What follows belongs to an exercise in optimizing a design on an open flow for small area, a short achievable clock period and few clock cycles; a production flow would make more cautious choices. At most, simulation tests tie the RTL to the original design; equivalence was not proved. Power figures rest on the tool's default switching activity, not on a simulated workload.

// mycpu
module mycpu
  (
   input  logic        clk,
   input  logic        rst_n,
   output logic [15:0] a_out,
   input  logic [15:0] d_in,
   output logic [15:0] d_out,
   input  logic [15:0] io_in,
   output logic        wen_out,
   output logic        iom_out
   );
export LEC_CHECK = 0
export CAP_MARGIN = 20
export CORE_MARGIN = 2
export CORE_UTILIZATION = 40
export CTS_CLUSTER_DIAMETER = 100
export CTS_CLUSTER_SIZE = 25
export SLEW_MARGIN = 20
create_clock -name core_clock -period 12.0 [get_ports {clk}]
standard.sh (not shown) runs the stock make flow with config.mk's settings and CLKGATE_MAP_FILE= SYNTH_SCRIPT=/design/flow/synth_recipe.tcl, a recipe that flattens the netlist after the stock synthesis.
==> flow/flow/run.sh <==
#!/bin/bash
# Standard layout; port buffers are buf_2 cells and repair_timing aims for extra setup slack.
set -euo pipefail
bash standard.sh "BUFFER_PORTS_ARGS=-buffer_cell sky130_fd_sc_hd__buf_2" SETUP_SLACK_MARGIN=8.5 finish > standard.log 2>&1
Rerun with:
--- a/flow/design.v
+++ b/flow/design.v
@@ -56,29 +56,30 @@
    logic [15:0] pc;                  
    logic [15:0] ar;                  
    logic        started;             
    logic        halted;
    logic        d_valid;
    logic [15:0] d_ir;
    logic [2:0]  d_ra;                
    logic        d_ldi, d_breg, d_bimm, d_bones;
    logic        d_brc;               
+   logic        d_mulop;             
    logic        e_valid;
    logic        e_bus;               
    logic        e_wr;                
    logic        e_io;                
    logic        e_add, e_log, e_shr, e_shl, e_mul, e_cin, e_binv, e_fill;
    logic [3:0]  e_lt;                
    logic        e_we, e_ld, e_ior, e_br, e_cond, e_hal;
-   logic        e_inc;               
    logic [2:0]  e_dr;
    logic [2:0]  e_sh;                
    logic [15:0] oa, ob;              
+   logic [15:0] dout;                
    logic [15:0] ms;                  
    logic        mfirst;              
    logic [5:0]  bc;                  
    logic [2:0]  mk;                  
    logic        mshort;              
    logic [7:0][15:0] rf;
    wire [6:0] op = d_ir[15:9];
    wire [2:0] f_dr = d_ir[8:6];
    wire [2:0] f_sb = d_ir[2:0];
@@ -145,31 +146,25 @@
    wire fwd   = e_valid && e_we && !mul_busy && !e_inb;
    wire fwd_a = fwd && e_dr == d_ra;
    wire fwd_b = fwd && e_dr == f_sb;
    wire [6:0]  offm = {f_dr[2], f_dr, f_sb} - 7'd1;
    wire [15:0] op_a = d_ldi ? {13'b0, f_sb} : d_brc ? pc : fwd_a ? alu : rd_a;
    wire [15:0] op_b = d_breg ? (fwd_b ? alu : rd_b) :
                       d_bimm ? {13'b0, f_sb} : d_brc ? {{9{offm[6]}}, offm} : {16{d_bones}};
    wire ra_zero = rd_a == 16'h0;
    wire ra_neg  = fwd_a ? alu[15] : rd_a[15];
-   wire inc_neg  = oa[15] ^ (&oa[14:0]);
-   wire inc_zero = &oa;
-   wire known_d  = fwd_a && e_inc;
-   wire cond_d   = o_brn ? inc_neg : inc_zero;
-   wire [15:0] tgt_d = pc + {{9{offm[6]}}, offm};
-   wire mul_wait = (o_mul && fwd_b) || (o_brz && fwd_a && !e_inc);
+   wire mul_wait = (o_mul && fwd_b) || (o_brz && fwd_a);
    wire e_stop = e_taken || e_halt || halted;
    wire adv    = d_valid && !mul_busy && !(e_valid && e_bus) && !e_stop && !mul_wait;
    wire fetch  = !mul_busy && !(e_valid && e_bus) && !e_stop && (adv || !d_valid);
-   wire d_redirect = adv && d_brc && known_d && cond_d;
-   wire [15:0] pc_next = e_taken ? sum : d_redirect ? tgt_d : fetch ? pc + 16'd1 : pc;
+   wire [15:0] pc_next = e_taken ? sum : fetch ? pc + 16'd1 : pc;
    assign a_out   = ar;
-   assign d_out   = ob;
+   assign d_out   = dout;
    assign wen_out = !e_wr;
    assign iom_out = e_io;
    always_ff @(posedge clk or negedge rst_n)
      if (!rst_n) begin
         pc      <= 16'h0;
         ar      <= 16'h0;
         started <= 1'b0;
         halted  <= 1'b0;
         d_valid <= 1'b0;
@@ -177,59 +172,59 @@
         e_bus   <= 1'b0;
         e_wr    <= 1'b0;
         e_io    <= 1'b0;
         mk      <= 3'd0;
      end else begin
         started <= 1'b1;
         if (e_halt) halted <= 1'b1;
         pc <= pc_next;
         ar <= (adv && c_bus) ? op_a : pc_next;
-        if (e_stop || d_redirect) d_valid <= 1'b0;
+        if (e_stop) d_valid <= 1'b0;
         else if (fetch) d_valid <= 1'b1;
         else if (adv) d_valid <= 1'b0;
         if (!mul_busy) e_valid <= adv || e_inb;
         e_bus <= adv && c_bus;
         e_wr  <= adv && (o_st || o_iow);
         e_io  <= adv && (o_ior || o_iow);    
         if (mul_busy) mk <= mk + 3'd1;
         else mk <= 3'd0;
      end
    always_ff @(posedge clk) begin
       if (fetch) begin
          d_ir    <= d_in;
          d_ra    <= n_swap ? d_in[2:0] : d_in[5:3];
          d_ldi   <= n_op == 7'b1001100;
          d_breg  <= n_breg;
          d_bimm  <= n_bimm;
          d_bones <= n_op == 7'b0000110;
          d_brc   <= n_op == 7'b1100000 || n_op == 7'b1100001;
-      end
+         d_mulop <= n_op == 7'b0000011;
+      end
+      dout <= mul_busy ? oa : d_mulop ? op_a : op_b;
       ms   <= mt[19:4];
       mfirst <= !mul_busy;
       e_cin  <= o_inc | o_sub;
       e_binv <= o_sub;
       e_fill <= o_sra;
       e_sh   <= (o_sra || o_sla) ? f_sb : 3'd0;
       e_lt   <= e_inb ? 4'b1100 : lt;
       e_add  <= ld_e && (c_add || o_brz || o_brn || o_jmp);
       e_log  <= e_inb || (ld_e && c_log);
       e_shr  <= ld_e && c_shr;
       e_shl  <= ld_e && c_shl;
-      e_br   <= ld_e && (o_jmp || ((o_brz || o_brn) && !known_d));
-      e_inc  <= ld_e && o_inc;
+      e_br   <= ld_e && (o_brz || o_brn || o_jmp);
       e_cond <= o_jmp || (o_brz && ra_zero) || (o_brn && ra_neg);
       e_hal  <= ld_e && c_hal;
       e_ld   <= ld_e && o_ld;
       e_ior  <= ld_e && o_ior;
       bc     <= mul_busy ? {benc(ob[7:5]), benc(ob[5:3])} : {benc(rd_b[3:1]), benc({rd_b[1:0], 1'b0})};
       ob     <= mul_busy ? {mt[3:0], ob[15:4]} : op_b;
-      if (e_inb) oa <= e_ior ? io_in : d_in;
-      else if (!mul_busy) oa <= op_a;
+      oa     <= e_inb ? (e_ior ? io_in : d_in) : mul_busy ? dout : op_a;
       if (!mul_busy) begin
          e_mul  <= ld_e && o_mul;
          e_we   <= e_inb || c_we;
          if (!e_inb) e_dr <= f_dr;
          mshort <= rd_b[15:3] == {13{rd_b[3]}};
       end
       for (int i = 0; i < 8; i++)
         if (!started || (we && e_dr == i)) rf[i] <= wd0;
    end
Wire length decreases by about 3%.
Total power grows by about 0.34%.
Cell area came out lower by 3.4%.
Clock power went up by about 5%.
Flip-flop and latch count rose by 16.
No run of this note included a check of the RTL's function; only the layout flow was run.


== job 7057 ==
The RTL this note starts from:
==> flow/design.v <==
module mycpu
  (
   input  logic        clk,
   input  logic        rst_n,
   output logic [15:0] a_out,
   input  logic [15:0] d_in,
   output logic [15:0] d_out,
   input  logic [15:0] io_in,
   output logic        wen_out,
   output logic        iom_out
   );
   function automatic logic [15:0] add16(input logic [15:0] a, input logic [15:0] b,
                                         input logic ci);
      logic [15:0] g, p, gg, pp, gn, pn;
      g = a & b;
      p = a ^ b;
      gg = g; pp = p;
      for (int d = 1; d < 16; d = d * 2) begin
         gn = gg; pn = pp;
         for (int i = d; i < 16; i++) begin
            gn[i] = gg[i] | (pp[i] & gg[i-d]);
            pn[i] = pp[i] & pp[i-d];
         end
         gg = gn; pp = pn;
      end
      add16[0] = p[0] ^ ci;
      for (int i = 1; i < 16; i++)
        add16[i] = p[i] ^ (gg[i-1] | (pp[i-1] & ci));
   endfunction
   function automatic logic [19:0] add20(input logic [19:0] a, input logic [19:0] b,
                                         input logic ci);
      logic [19:0] g, p, gg, pp, gn, pn;
      g = a & b;
      p = a ^ b;
      gg = g; pp = p;
      for (int d = 1; d < 20; d = d * 2) begin
         gn = gg; pn = pp;
         for (int i = d; i < 20; i++) begin
            gn[i] = gg[i] | (pp[i] & gg[i-d]);
            pn[i] = pp[i] & pp[i-d];
         end
         gg = gn; pp = pn;
      end
      add20[0] = p[0] ^ ci;
      for (int i = 1; i < 20; i++)
        add20[i] = p[i] ^ (gg[i-1] | (pp[i-1] & ci));
   endfunction
   function automatic logic [2:0] benc(input logic [2:0] b);
      benc[2] = b[1] ^ b[0];
      benc[1] = (b[2] & ~b[1] & ~b[0]) | (~b[2] & b[1] & b[0]);
      benc[0] = b[2];
   endfunction
   function automatic logic [16:0] brow(input logic [2:0] c, input logic [15:0] a);
      brow = ({17{c[2]}} & {a[15], a} | {17{c[1]}} & {a, 1'b0}) ^ {17{c[0]}};
   endfunction
   logic [15:0] pc;                  
   logic [15:0] ar;                  
   logic        started;             
   logic        halted;
   logic        d_valid;
   logic [15:0] d_ir;
   logic [2:0]  d_ra;                
   logic        d_ldi, d_breg, d_bimm, d_bones;
   logic        d_brc;               
   logic        e_valid;
   logic        e_bus;               
   logic        e_wr;                
   logic        e_io;                
   logic        e_add, e_log, e_shr, e_shl, e_mul, e_cin, e_binv, e_fill;
   logic [3:0]  e_lt;                
   logic        e_we, e_ld, e_ior, e_br, e_cond, e_hal;
   logic        e_inc;               
   logic [2:0]  e_dr;
   logic [2:0]  e_sh;                
   logic [15:0] oa, ob;              
   logic [15:0] ms;                  
   logic        mfirst;              
   logic [5:0]  bc;                  
   logic [2:0]  mk;                  
   logic        mshort;              
   logic [7:0][15:0] rf;
   wire [6:0] op = d_ir[15:9];
   wire [2:0] f_dr = d_ir[8:6];
   wire [2:0] f_sb = d_ir[2:0];
   wire o_inc = op == 7'b0000001, o_add = op == 7'b0000010,
        o_mul  = op == 7'b0000011, o_sra = op == 7'b0000100, o_sub = op == 7'b0000101,
        o_dec  = op == 7'b0000110, o_sla = op == 7'b0000111, o_and = op == 7'b0001000,
        o_or   = op == 7'b0001001, o_xor = op == 7'b0001010, o_not = op == 7'b0001011,
        o_shr  = op == 7'b0001101, o_shl = op == 7'b0001110,
        o_ldi  = op == 7'b1001100, o_adi = op == 7'b1000010,
        o_ld   = op == 7'b0010000, o_st  = op == 7'b0100000, o_ior = op == 7'b0010001,
        o_iow  = op == 7'b0100001, o_brz = op == 7'b1100000, o_brn = op == 7'b1100001,
        o_jmp  = op == 7'b1110000;
   wire c_log = (op[6:4] == 3'b000 && (op[3] || op[2:0] == 3'b000) &&
                 !o_shr && !o_shl) || o_ldi;
   wire c_add = o_inc | o_add | o_sub | o_dec | o_adi;
   wire c_shr = o_sra | o_shr;
   wire c_shl = o_sla | o_shl;
   wire c_we  = c_add | c_log | c_shr | c_shl | o_mul | o_ld | o_ior;
   wire c_bus = o_ld | o_st | o_ior | o_iow;
   wire c_hal = !(c_we | o_st | o_iow | o_brz | o_brn | o_jmp);
   wire [3:0] lt = o_and ? 4'b1000 : o_or ? 4'b1110 : o_xor ? 4'b0110 :
                   o_not ? 4'b0011 : 4'b1100;
   wire [6:0] n_op   = d_in[15:9];
   wire       n_swap = n_op == 7'b0001100 || n_op == 7'b0001101 || n_op == 7'b0001110;
   wire       n_breg = n_op == 7'b0000010 || n_op == 7'b0000101 || n_op == 7'b0001000 ||
                       n_op == 7'b0001001 || n_op == 7'b0001010 || n_op == 7'b0000011 ||
                       n_op == 7'b0100000 || n_op == 7'b0100001;
   wire       n_bimm = n_op == 7'b1000010 || n_op == 7'b0000100 || n_op == 7'b0000111;
   wire mul_busy = e_valid && e_mul && !(mshort ? mk == 3'd1 : mk == 3'd4);
   wire e_taken  = e_valid && e_br && e_cond;
   wire e_halt   = e_valid && e_hal;
   wire e_inb    = e_valid && (e_ld || e_ior);    
   wire [15:0] sum = add16(oa, ob ^ {16{e_binv}}, e_cin);
   wire [15:0] lgc = ({16{e_lt[3]}} & oa & ob) | ({16{e_lt[2]}} & oa & ~ob) |
                     ({16{e_lt[1]}} & ~oa & ob) | ({16{e_lt[0]}} & ~oa & ~ob);
   wire        fill = e_fill & oa[15];
   wire [15:0] shr1 = {fill, oa[15:1]};
   wire [15:0] shr2 = e_sh[0] ? {fill, shr1[15:1]} : shr1;
   wire [15:0] shr3 = e_sh[1] ? {{2{fill}}, shr2[15:2]} : shr2;
   wire [15:0] shr  = e_sh[2] ? {{4{fill}}, shr3[15:4]} : shr3;
   wire [15:0] shl1 = {oa[14:0], 1'b0};
   wire [15:0] shl2 = e_sh[0] ? {shl1[14:0], 1'b0} : shl1;
   wire [15:0] shl3 = e_sh[1] ? {shl2[13:0], 2'b0} : shl2;
   wire [15:0] shl  = e_sh[2] ? {shl3[11:0], 4'b0} : shl3;
   wire        mok  = mshort ? (ms[15:11] == {5{ms[11]}}) : (ms == {16{ob[15]}});
   wire [15:0] mval = mshort ? {ms[11:0], ob[15:12]} : ob;
   wire [15:0] mres = mok ? mval : (ms[15] ? 16'h8000 : 16'h7fff);
   wire [15:0] alu  = ({16{e_add}} & sum) | ({16{e_log}} & lgc) | ({16{e_shr}} & shr) |
                      ({16{e_shl}} & shl) | ({16{e_mul}} & mres);
   wire [16:0] r0  = brow(bc[2:0], oa);
   wire [16:0] r1  = brow(bc[5:3], oa);
   wire [15:0] msv = ms & {16{!mfirst}};
   wire [19:0] x0  = {{4{msv[15]}}, msv};
   wire [19:0] x1  = {{3{r0[16]}}, r0};
   wire [19:0] x2  = {{1{r1[16]}}, r1, {2{bc[3]}}};
   wire [19:0] cs_s = x0 ^ x1 ^ x2;
   wire [19:0] cs_c = (x0 & x1) | (x0 & x2) | (x1 & x2);
   wire [19:0] mt  = add20(cs_s, {cs_c[18:0], bc[3]}, bc[0]);
   wire we = e_valid && e_we && !mul_busy && !e_inb;
   wire ld_e = !mul_busy && !e_inb;      
   wire [15:0] wd0 = alu & {16{started}};
   wire [15:0] rd_a = rf[d_ra];
   wire [15:0] rd_b = rf[f_sb];
   wire fwd   = e_valid && e_we && !mul_busy && !e_inb;
   wire fwd_a = fwd && e_dr == d_ra;
   wire fwd_b = fwd && e_dr == f_sb;
   wire [6:0]  offm = {f_dr[2], f_dr, f_sb} - 7'd1;
   wire [15:0] op_a = d_ldi ? {13'b0, f_sb} : d_brc ? pc : fwd_a ? alu : rd_a;
   wire [15:0] op_b = d_breg ? (fwd_b ? alu : rd_b) :
                      d_bimm ? {13'b0, f_sb} : d_brc ? {{9{offm[6]}}, offm} : {16{d_bones}};
   wire ra_zero = rd_a == 16'h0;
   wire ra_neg  = fwd_a ? alu[15] : rd_a[15];
   wire inc_neg  = oa[15] ^ (&oa[14:0]);
   wire inc_zero = &oa;
   wire known_d  = !fwd_a || e_inc;
   wire cond_d   = o_brn ? (fwd_a ? inc_neg : rd_a[15]) : (fwd_a ? inc_zero : ra_zero);
   wire [15:0] tgt_d = pc + {{9{offm[6]}}, offm};
   wire mul_wait = (o_mul && fwd_b) || (o_brz && fwd_a && !e_inc);
   wire e_stop = e_taken || e_halt || halted;
   wire adv    = d_valid && !mul_busy && !(e_valid && e_bus) && !e_stop && !mul_wait;
   wire fetch  = !mul_busy && !(e_valid && e_bus) && !e_stop && (adv || !d_valid);
   wire d_redirect = adv && d_brc && known_d && cond_d;
   wire [15:0] pc_next = e_taken ? sum : d_redirect ? tgt_d : fetch ? pc + 16'd1 : pc;
   assign a_out   = ar;
   assign d_out   = ob;
   assign wen_out = !e_wr;
   assign iom_out = e_io;
   always_ff @(posedge clk or negedge rst_n)
     if (!rst_n) begin
        pc      <= 16'h0;
        ar      <= 16'h0;
        started <= 1'b0;
        halted  <= 1'b0;
        d_valid <= 1'b0;
        e_valid <= 1'b0;
        e_bus   <= 1'b0;
        e_wr    <= 1'b0;
        e_io    <= 1'b0;
        mk      <= 3'd0;
     end else begin
        started <= 1'b1;
        if (e_halt) halted <= 1'b1;
        pc <= pc_next;
        ar <= (adv && c_bus) ? op_a : pc_next;
        if (e_stop || d_redirect) d_valid <= 1'b0;
        else if (fetch) d_valid <= 1'b1;
        else if (adv) d_valid <= 1'b0;
        if (!mul_busy) e_valid <= adv || e_inb;
        e_bus <= adv && c_bus;
        e_wr  <= adv && (o_st || o_iow);
        e_io  <= adv && (o_ior || o_iow);    
        if (mul_busy) mk <= mk + 3'd1;
        else mk <= 3'd0;
     end
   always_ff @(posedge clk) begin
      if (fetch) begin
         d_ir    <= d_in;
         d_ra    <= n_swap ? d_in[2:0] : d_in[5:3];
         d_ldi   <= n_op == 7'b1001100;
         d_breg  <= n_breg;
         d_bimm  <= n_bimm;
         d_bones <= n_op == 7'b0000110;
         d_brc   <= n_op == 7'b1100000 || n_op == 7'b1100001;
      end
      ms   <= mt[19:4];
      mfirst <= !mul_busy;
      e_cin  <= o_inc | o_sub;
      e_binv <= o_sub;
      e_fill <= o_sra;
      e_sh   <= (o_sra || o_sla) ? f_sb : 3'd0;
      e_lt   <= e_inb ? 4'b1100 : lt;
      e_add  <= ld_e && (c_add || o_brz || o_brn || o_jmp);
      e_log  <= e_inb || (ld_e && c_log);
      e_shr  <= ld_e && c_shr;
      e_shl  <= ld_e && c_shl;
      e_br   <= ld_e && (o_jmp || ((o_brz || o_brn) && !known_d));
      e_inc  <= ld_e && o_inc;
      e_cond <= o_jmp || (o_brz && ra_zero) || (o_brn && ra_neg);
      e_hal  <= ld_e && c_hal;
      e_ld   <= ld_e && o_ld;
      e_ior  <= ld_e && o_ior;
      bc     <= mul_busy ? {benc(ob[7:5]), benc(ob[5:3])} : {benc(rd_b[3:1]), benc({rd_b[1:0], 1'b0})};
      ob     <= mul_busy ? {mt[3:0], ob[15:4]} : op_b;
      if (e_inb) oa <= e_ior ? io_in : d_in;
      else if (!mul_busy) oa <= op_a;
      if (!mul_busy) begin
         e_mul  <= ld_e && o_mul;
         e_we   <= e_inb || c_we;
         if (!e_inb) e_dr <= f_dr;
         mshort <= rd_b[15:3] == {13{rd_b[3]}};
      end
      for (int i = 0; i < 8; i++)
        if (!started || (we && e_dr == i)) rf[i] <= wd0;
   end
endmodule
==> flow/config.mk <==
export PLATFORM = sky130hd
export DESIGN_NAME = mycpu
export DESIGN_NICKNAME = mycpu
export VERILOG_FILES = /design/flow/design.v
export SDC_FILE = /design/flow/constraint.sdc
export NUM_CORES = 4
export LEC_CHECK = 0
export CAP_MARGIN = 20
export CORE_MARGIN = 2
export CORE_UTILIZATION = 40
export CTS_CLUSTER_DIAMETER = 100
export CTS_CLUSTER_SIZE = 25
export SLEW_MARGIN = 20
==> flow/constraint.sdc <==
create_clock -name core_clock -period 12.0 [get_ports {clk}]
set_input_delay 2.4000 -clock core_clock [delete_from_list [all_inputs] [get_ports {clk}]]
set_output_delay 2.4000 -clock core_clock [all_outputs]
set_load 0.01 [all_outputs]
Scripts as last shown in full above: flow/flow/run.sh
Job 7057 ended with every stage complete and zero timing, DRC or antenna violations.
### job 7057 -> job 4975
-- flow/design.v --
<<< job 7057, line 70
   logic [3:0]  e_lt;                
   logic        e_we, e_ld, e_ior, e_br, e_cond, e_hal;
   logic        e_inc;               
   logic [2:0]  e_dr;
   logic [2:0]  e_sh;                
   logic [15:0] oa, ob;              
   logic [15:0] ms;                  
   logic        mfirst;              
>>> job 4975, line 70
   logic [3:0]  e_lt;                
   logic        e_we, e_ld, e_ior, e_br, e_cond, e_hal;
   logic [2:0]  e_dr;
   logic [2:0]  e_sh;                
   logic [15:0] oa, ob;              
   logic [15:0] dout;                
   logic [15:0] ms;                  
   logic        mfirst;              
<<< job 7057, line 152
   wire ra_zero = rd_a == 16'h0;
   wire ra_neg  = fwd_a ? alu[15] : rd_a[15];
   wire inc_neg  = oa[15] ^ (&oa[14:0]);
   wire inc_zero = &oa;
   wire known_d  = !fwd_a || e_inc;
   wire cond_d   = o_brn ? (fwd_a ? inc_neg : rd_a[15]) : (fwd_a ? inc_zero : ra_zero);
   wire [15:0] tgt_d = pc + {{9{offm[6]}}, offm};
   wire mul_wait = (o_mul && fwd_b) || (o_brz && fwd_a && !e_inc);
   wire e_stop = e_taken || e_halt || halted;
   wire adv    = d_valid && !mul_busy && !(e_valid && e_bus) && !e_stop && !mul_wait;
   wire fetch  = !mul_busy && !(e_valid && e_bus) && !e_stop && (adv || !d_valid);
   wire d_redirect = adv && d_brc && known_d && cond_d;
   wire [15:0] pc_next = e_taken ? sum : d_redirect ? tgt_d : fetch ? pc + 16'd1 : pc;
   assign a_out   = ar;
   assign d_out   = ob;
   assign wen_out = !e_wr;
   assign iom_out = e_io;
>>> job 4975, line 152
   wire ra_zero = rd_a == 16'h0;
   wire ra_neg  = fwd_a ? alu[15] : rd_a[15];
   wire mul_wait = (o_mul && fwd_b) || (o_brz && fwd_a);
   wire e_stop = e_taken || e_halt || halted;
   wire adv    = d_valid && !mul_busy && !(e_valid && e_bus) && !e_stop && !mul_wait;
   wire fetch  = !mul_busy && !(e_valid && e_bus) && !e_stop && (adv || !d_valid);
   wire [15:0] pc_next = e_taken ? sum : fetch ? pc + 16'd1 : pc;
   assign a_out   = ar;
   assign d_out   = dout;
   assign wen_out = !e_wr;
   assign iom_out = e_io;
<<< job 7057, line 184
        pc <= pc_next;
        ar <= (adv && c_bus) ? op_a : pc_next;
        if (e_stop || d_redirect) d_valid <= 1'b0;
        else if (fetch) d_valid <= 1'b1;
        else if (adv) d_valid <= 1'b0;
>>> job 4975, line 178
        pc <= pc_next;
        ar <= (adv && c_bus) ? op_a : pc_next;
        if (e_stop) d_valid <= 1'b0;
        else if (fetch) d_valid <= 1'b1;
        else if (adv) d_valid <= 1'b0;
<<< job 7057, line 204
         d_brc   <= n_op == 7'b1100000 || n_op == 7'b1100001;
      end
      ms   <= mt[19:4];
      mfirst <= !mul_busy;
>>> job 4975, line 198
         d_brc   <= n_op == 7'b1100000 || n_op == 7'b1100001;
      end
      dout <= op_b;
      ms   <= mt[19:4];
      mfirst <= !mul_busy;
<<< job 7057, line 215
      e_shr  <= ld_e && c_shr;
      e_shl  <= ld_e && c_shl;
      e_br   <= ld_e && (o_jmp || ((o_brz || o_brn) && !known_d));
      e_inc  <= ld_e && o_inc;
      e_cond <= o_jmp || (o_brz && ra_zero) || (o_brn && ra_neg);
      e_hal  <= ld_e && c_hal;
>>> job 4975, line 210
      e_shr  <= ld_e && c_shr;
      e_shl  <= ld_e && c_shl;
      e_br   <= ld_e && (o_brz || o_brn || o_jmp);
      e_cond <= o_jmp || (o_brz && ra_zero) || (o_brn && ra_neg);
      e_hal  <= ld_e && c_hal;
Cell depth of the worst setup path: higher on job 7057
Going from job 7057 to job 4975, clock-buffer cell count +3; number of standard cells in the layout, taps in and fillers out -about 13%; wire length after detailed routing -19%; total non-filler cell area in the finished layout -12%; internal power summed over all cells -26 uW.
Summary: with job 7057 as the reference, post-synthesis instance area in job 4975 moved down by a few percent.
Relative to job 7057, global-route wire length before repair has decreased by 18% in job 4975.
Testbench counts of job 4975, summed over its fixed seeds: cycles 261,871.
For job 7057, only the layout was checked, not whether the RTL still works.

-- re-timing with driven ports --
In the flow no input, the clock included, has a driving cell. The finished layouts below were timed again as built, in two steps.
Step 1 sets driving cells, clkbuf_16 on the clock port and buf_2 on the other inputs (assumed; they add their load-dependent delay and slew).
Step 2 moves the port delays by t, midway between the first and last clock arrival at a register: inputs arrive t later, outputs are due t later. That takes back most of the time a late clock gives input paths.
Slacks: no drivers / after step 1 / after step 2; pairs: no drivers / after step 1.
| run | shift t [ns] | slack for setup (ns) | pins driven straight from the clock port |
|---|---|---|---|
| the first run of note 1 | 0.596 | 8.455 / 8.399 / 8.328 | 1 |
| the second run of note 1 | 0.586 | 8.439 / 8.439 / 8.322 | 1 |
| job 7057 | 0.597 | 8.435 / 8.392 / 8.277 | 1 |
| job 4975 | 0.593 | 8.466 / 8.407 / 8.246 | 1 |
After both steps every run listed still meets setup and hold. The setup slack of job 4975, which loses most, moves by -0.059 ns with the drivers and by -0.220 ns with both steps.
